From an optimization exercise on the open Yosys and OpenROAD flow, aimed at small area; shortcuts taken in it are not production practice. Where RTL was checked, it was by simulation tests only, not by an equivalence proof against the original. No activity file was given, so power comes from the tool's default toggle rates.

== the reference run ==
==> flow/design.v <==
module sd_card_controller(
  input i_clk,
  input i_rst,
  input [31:0] i_addr,
  input [7:0] i_controlreg,
  input [7:0] i_data,
  output [7:0] o_statusreg,
  output o_write_statusreg,
  output [7:0] o_data,
  output [31:0] o_addr,
  output o_wr_nrd,
  output o_req,
  input i_SD_DAT0_DO,
  output o_SD_DAT3_nCS,
  output o_SD_DAT3_nCS_oe,
  output o_SD_CMD_DI,
  output o_SD_CMD_DI_oe,
  output o_SD_CLK,
  input i_SD_WP_N
);
  reg r_sclk;
  reg [6:0] r_div;
  reg r_mode;                  
  wire w_tick = !r_sclk && (r_mode ? !r_div[0] : (&r_div[6:2] && r_div[0]));
  always @(posedge i_clk) begin
    if (i_rst) begin
      r_sclk <= 1'b0;
      r_div <= 7'd0;
    end
    else if (r_mode) begin
      r_div[0] <= ~r_div[0];
      if (!r_div[0]) r_sclk <= ~r_sclk;
    end
    else if (&r_div[6:2] && r_div[0]) begin
      r_div <= 7'd1;
      r_sclk <= ~r_sclk;
    end
    else r_div <= r_div + 7'd1;
  end
  assign o_SD_CLK = r_sclk;
  assign o_req = 1'b1;
  localparam S_DELAY = 4'd0, S_XACT = 4'd1, S_RSP = 4'd2, S_SETCLK = 4'd3, S_INITDONE = 4'd4,
             S_IDLE = 4'd5, S_ACCEPT = 4'd6, S_RDATA = 4'd7, S_RTAIL = 4'd8, S_WSTART = 4'd9,
             S_WDATA = 4'd10, S_WTAIL = 4'd11, S_BUSY = 4'd12, S_FIN = 4'd13, S_STALL = 4'd14;
  reg [3:0] r_st;
  reg [11:0] r_cnt;
  reg [7:0] r_sr;           
  reg [31:0] r_a;           
  reg [7:0] r_data;
  reg r_rd_flag, r_wr_flag;
  reg r_drive, r_cs, r_wr_nrd;
  reg r_op;                 
  reg [1:0] r_ic;           
  wire w_r3 = !r_mode && (r_ic == 2'd3);
  wire w_det = w_r3 ? !r_a[31] : !r_sr[7];
  wire w_err = w_r3 ? |r_a[30:24] : 1'b1;
  wire w_idle = w_err && r_sr[0];                        
  wire w_fatal = w_err && !r_sr[0] && |r_sr[6:1];        
  reg [5:0] w_idx;
  always @(*) begin
    if (r_mode) w_idx = r_op ? 6'd24 : 6'd17;
    else case (r_ic)
      2'd0: w_idx = 6'd0;
      2'd1: w_idx = 6'd55;
      2'd2: w_idx = 6'd41;
      default: w_idx = 6'd58;
    endcase
  end
  wire [7:0] w_hdr = {2'b01, w_idx};
  wire [7:0] w_trl = 8'h95;
  reg w_frame;
  always @(*) begin
    case (r_cnt[5:3])
      3'd1: w_frame = w_hdr[~r_cnt[2:0]];
      3'd2, 3'd3, 3'd4, 3'd5: w_frame = r_a[31] & r_mode;
      3'd6: w_frame = w_trl[~r_cnt[2:0]];
      default: w_frame = 1'b1;
    endcase
  end
  wire w_wline = (r_st == S_WDATA) || (r_st == S_WTAIL);
  assign o_SD_CMD_DI = (r_st == S_XACT) ? w_frame : w_wline ? r_sr[7] : 1'b1;
  assign o_SD_CMD_DI_oe = r_drive;
  assign o_SD_DAT3_nCS = r_cs;
  assign o_SD_DAT3_nCS_oe = r_drive;
  wire w_inop = r_mode && (r_st != S_IDLE) && (r_st != S_INITDONE);
  wire w_flag = r_op ? r_wr_flag : r_rd_flag;
  wire w_all1 = &r_cnt[11:3];
  wire w_dp = (r_st == S_RDATA) || (r_st == S_WDATA);
  wire w_flag_or = w_flag || !w_all1;
  wire [8:0] w_oaddr = w_dp ? (r_cnt[11:3] & {9{w_flag_or}}) : {9{(r_st == S_RTAIL) || (w_inop && w_flag)}};
  assign o_statusreg = {7'd0, w_inop && !r_op && r_rd_flag};
  assign o_write_statusreg = (r_st == S_FIN) && r_cnt[0];
  assign o_data = r_data;
  assign o_addr = {23'd0, w_oaddr};
  assign o_wr_nrd = r_wr_nrd;
  wire w_go_rd = (i_controlreg == 8'd1);
  wire w_go_wr = (i_controlreg == 8'd2);
  always @(posedge i_clk) begin
    if (i_rst) begin
      r_st <= S_DELAY;
      r_cnt <= 12'd0;
      r_data <= 8'd0;
      r_rd_flag <= 1'b0;
      r_wr_flag <= 1'b0;
      r_drive <= 1'b0;
      r_wr_nrd <= 1'b0;
      r_ic <= 2'd0;
      r_mode <= 1'b0;
    end
    else if (w_tick) begin
      r_cnt <= r_cnt + 12'd1;
      r_sr <= {r_sr[6:0], w_wline | i_SD_DAT0_DO};
      if (!r_mode && r_st != S_DELAY && r_cnt[5:0] == 6'd4) r_cs <= 1'b1;
      case (r_st)
        S_DELAY: begin
          r_drive <= 1'b1;
          if (!r_cnt[6]) r_cs <= 1'b1;
          else if (r_cnt[3] && r_cnt[2]) r_cs <= 1'b0;        
          if (r_cnt[6] && r_cnt[4] && r_cnt[3] && r_cnt[2]) begin    
            r_cnt <= 12'd5;
            r_st <= S_XACT;
          end
        end
        S_XACT: begin
          r_drive <= 1'b1;
          if (r_cnt[5:0] == 6'd5) begin
            r_a <= i_addr;
            r_cs <= 1'b0;
          end
          if (r_cnt[5] || r_cnt[4]) r_a <= {r_a[30:0], r_sr[7]};
          if (r_cnt[5] && r_cnt[4] && r_cnt[2] && r_cnt[1] && r_cnt[0]) r_st <= S_RSP;    
        end
        S_RSP: begin
          r_cnt <= 12'd2;
          r_a <= {r_a[30:0], r_sr[7]};
          if (w_det) begin
            if (!r_mode) begin
              if (w_fatal) r_st <= S_STALL;
              else case (r_ic)
                2'd0: begin r_ic <= 2'd1; r_st <= S_XACT; end
                2'd1: begin r_ic <= 2'd2; r_st <= S_XACT; end
                2'd2: begin r_ic <= w_idle ? 2'd1 : 2'd3; r_st <= S_XACT; end
                default: r_st <= w_idle ? S_STALL : S_SETCLK;
              endcase
            end
            else if (w_idle || w_fatal) r_st <= S_STALL;
            else r_st <= r_op ? S_WSTART : S_ACCEPT;
          end
        end
        S_SETCLK: begin
          if (r_cnt[2] && r_cnt[0]) begin
            r_mode <= 1'b1;
            r_st <= S_INITDONE;
          end
        end
        S_INITDONE: begin
          r_drive <= 1'b0;
          r_cs <= 1'b0;
          r_st <= S_IDLE;
        end
        S_IDLE: begin
          r_cnt <= 12'd3;
          r_op <= !w_go_rd;
          if (w_go_rd || w_go_wr) r_st <= S_XACT;
        end
        S_ACCEPT: begin
          if (r_cnt[2:0] == 3'd1) begin
            if (r_sr == 8'hFE) begin
              r_cnt <= 12'd4088;
              r_st <= S_RDATA;
            end
            else if (r_sr[7:5] == 3'b000) r_st <= S_STALL;
          end
        end
        S_RDATA: begin
          r_wr_nrd <= 1'b0;
          if (r_cnt[2:0] == 3'd7) begin
            r_data <= r_sr;
            r_wr_nrd <= 1'b1;
            if (r_cnt[11:3] == 9'd510) r_st <= S_RTAIL;
          end
        end
        S_RTAIL: begin
          r_wr_nrd <= 1'b0;
          if (!r_cnt[11] && r_cnt[3] && r_cnt[0]) begin    
            r_rd_flag <= 1'b1;
            r_st <= S_FIN;
          end
        end
        S_WSTART: begin
          if (r_cnt[2:0] == 3'd0) begin
            r_sr <= 8'hFE;
            r_cnt <= 12'd4089;
            r_st <= S_WDATA;
          end
        end
        S_WDATA: begin
          if (r_cnt[2:0] == 3'd7 && r_cnt[11:3] == 9'd510) r_wr_flag <= 1'b1;    
          if (r_cnt[2:0] == 3'd0) begin
            r_sr <= i_data;
            if (w_all1) r_st <= S_WTAIL;
          end
        end
        S_WTAIL: begin
          if (!r_cnt[11] && r_cnt[4] && r_cnt[3] && r_cnt[1]) r_st <= S_BUSY;    
        end
        S_BUSY: begin
          r_cnt <= 12'd10;
          if (i_SD_DAT0_DO) r_st <= S_FIN;
        end
        S_FIN: begin
          if (r_cnt[0]) begin
            r_drive <= 1'b0;
            r_st <= S_IDLE;
          end
        end
        default: ;   
      endcase
    end
  end
endmodule
Settings: LEC_CHECK=0, CAP_MARGIN=20, CORE_MARGIN=2, CORE_UTILIZATION=40, SLEW_MARGIN=20; clock period 10.0 ns.
standard.sh (not shown) runs the stock make flow with config.mk's settings and CLKGATE_MAP_FILE= SYNTH_SCRIPT=/design/flow/synth_recipe.tcl, a recipe that flattens the netlist after the stock synthesis.
==> flow/flow/run.sh <==
#!/bin/bash
# Layout: the standard ORFS flow (standard.sh, standard synthesis unchanged) with two
# changes: port buffers use the smallest buffer cell, and the clock tree is built from
# clkbuf_16 without dummy loads. Each ORFS step keeps its full log under orfs/logs/;
# make's own output goes to orfs_make.log.
set -euo pipefail
bash standard.sh \
  "BUFFER_PORTS_ARGS=-buffer_cell sky130_fd_sc_hd__buf_1" \
  "CTS_ARGS=-sink_clustering_enable -repair_clock_nets -buf_list sky130_fd_sc_hd__clkbuf_16 -dont_use_dummy_load" \
  finish > orfs_make.log 2>&1
Input-level comparison between the trial run and the reference run:
==> flow/flow/run.sh <==
#!/bin/bash
# Layout: the standard ORFS flow (standard.sh, standard synthesis unchanged) with two
# changes: port buffers use the smallest buffer cell, and the clock tree is built from
# clkbuf_8 without dummy loads. Each ORFS step keeps its full log under orfs/logs/;
# make's own output goes to orfs_make.log.
set -euo pipefail
bash standard.sh \
  "BUFFER_PORTS_ARGS=-buffer_cell sky130_fd_sc_hd__buf_1" \
  "CTS_ARGS=-sink_clustering_enable -repair_clock_nets -buf_list sky130_fd_sc_hd__clkbuf_8 -dont_use_dummy_load" \
  finish > orfs_make.log 2>&1
Results
Both conditions hold for the trial run: the flow ran to the end and the final layout passed the timing, DRC and antenna checks.
Per the comparison of the trial run with the reference run, net switching power figure went down by about 7%, wire length was more or less identical, first-iteration DRC count went up by 10, sequential share of layout area went up by 0.67 points.
On power after layout: between the reference run and the trial run, it ends up higher for the reference run.
Between the reference run and the trial run, the worst setup slack is lower for the trial run.
Of the reference run and the trial run, the run reporting the higher final cell utilization of the core was the reference run.
No functional check of the RTL was part of any run of this note.

* * *

alpha:
sd_card_controller, a different RTL version from the one above (not shown whole).
Size: about 500 cells after synthesis, about 74 flip-flops, about 4400 sq um of cells after synthesis.
## sd_card_controller
module sd_card_controller(
  input i_clk,
  input i_rst,
  input [31:0] i_addr,
  input [7:0] i_controlreg,
  input [7:0] i_data,
  output [7:0] o_statusreg,
  output o_write_statusreg,
  output [7:0] o_data,
  output [31:0] o_addr,
  output o_wr_nrd,
  output o_req,
  input i_SD_DAT0_DO,
  output o_SD_DAT3_nCS,
  output o_SD_DAT3_nCS_oe,
  output o_SD_CMD_DI,
  output o_SD_CMD_DI_oe,
  output o_SD_CLK,
  input i_SD_WP_N
);
clock: 10.0 ns
lec_check: 0
cap_margin: 20
core_margin: 2
core_utilization: 40
slew_margin: 20
==> flow/flow/run.sh <==
#!/bin/bash
# Layout: the standard ORFS flow (standard.sh), with four changes that leave the design's
# registers exactly as the standard synthesis makes them:
#  - synthesis is synth_recipe.tcl, but ABC maps the combinational logic with an area-oriented
#    script (flow/abc_area.script) instead of ORFS's delay-oriented one;
#  - port buffers use the smallest buffer cell (buf_1);
#  - the clock tree is built from clkbuf_8, without dummy loads;
#  - constant outputs share the tie cells synthesis makes (SKIP_REPAIR_TIE_FANOUT) instead of
#    getting one tie cell each.
# Each ORFS step writes its full log under orfs/logs/; make's own output goes to orfs_make.log.
set -euo pipefail
here=$(pwd)
{
  echo 'proc abc {args} {'
  echo '  set i [lsearch -exact $args -script]'
  echo '  if {$i >= 0} { set args [lreplace $args $i [expr {$i + 1}] -script $::env(AREA_ABC_SCRIPT)] }'
  echo '  yosys abc {*}$args'
  echo '}'
  cat synth_recipe.tcl
} > area_synth.tcl
export AREA_ABC_SCRIPT="$here/flow/abc_area.script"
bash standard.sh \
  "SYNTH_SCRIPT=$here/area_synth.tcl" \
  "BUFFER_PORTS_ARGS=-buffer_cell sky130_fd_sc_hd__buf_1" \
  "CTS_ARGS=-sink_clustering_enable -repair_clock_nets -buf_list sky130_fd_sc_hd__clkbuf_8 -dont_use_dummy_load" \
  SKIP_REPAIR_TIE_FANOUT=1 \
  finish > orfs_make.log 2>&1
==> flow/flow/abc_area.script <==
strash
ifraig
dc2
dch -f
amap -m
topo
stime -c
dnsize -c
Every stage of the flow completed for alpha, and the final layout passed the timing, DRC and antenna checks.
## Diff of input files: beta against alpha
diff --git a/flow/flow/run.sh b/flow/flow/run.sh
--- a/flow/flow/run.sh
+++ b/flow/flow/run.sh
@@ -4,3 +4,4 @@
 #  - synthesis is synth_recipe.tcl, but ABC maps the combinational logic with an area-oriented
-#    script (flow/abc_area.script) instead of ORFS's delay-oriented one;
+#    script (flow/abc_area.script: deep AIG optimisation, then area mapping) instead of ORFS's
+#    delay-oriented one;
 #  - port buffers use the smallest buffer cell (buf_1);
==> flow/flow/abc_area.script <==
strash
&get -n
&deepsyn -J 200 -T 120
&put
dch -f
amap -m
topo
stime -c
dnsize -c
==> comparison <==
Delta (beta minus alpha): number of global-route vias before repair decreased by 268 relative to the old numbers, largest fanout on the critical path down 4, number of nets still failing antenna checks after routing stayed essentially flat.
Sort alpha and beta by sequential cell area share asc -> top: alpha
Going from alpha to beta, worst setup slack went down by 0.24 ns; total wire length decreased about 10%.
beta vs. alpha: layout buffer count excluding clock buffers now larger, layout buffering overhead excluding clock cells up 0.54 points.
From alpha to beta the numbers moved as follows: width of the die down 2.8%, share of cell area taken by multi-input logic gates lost 2.5 points, count of buffer and inverter cells on the critical path went up 1.

## what the ideal ports hide
How much do the figures lean on ideal ports? The routed layouts below were timed once more, with nothing changed but the port constraints.
Step 1 (the two cells are an assumption about what drives the block):
set clk [get_ports {i_clk}]
set_driving_cell -lib_cell sky130_fd_sc_hd__clkbuf_16 $clk
set_driving_cell -lib_cell sky130_fd_sc_hd__buf_2 [delete_from_list [all_inputs] $clk]
Step 2, shift: input delay + t, output delay - t, t = (earliest + latest rising clock arrival at the registers) / 2. This alone moves slack from input paths to output paths.
a / b / c = ideal / step 1 / step 2; a / b = the first two.
run	shift t [ns]	setup slack, ns	worst register clock-pin slew, ns
the reference run	0.379	4.952 / 4.913 / 5.291	0.06 / 0.06
the trial run	0.397	4.933 / 4.899 / 5.296	0.09 / 0.09
alpha	0.387	5.124 / 5.092 / 5.479	0.08 / 0.08
beta	0.371	4.882 / 4.850 / 5.221	0.09 / 0.09
After both steps setup and hold are still met in every run listed.
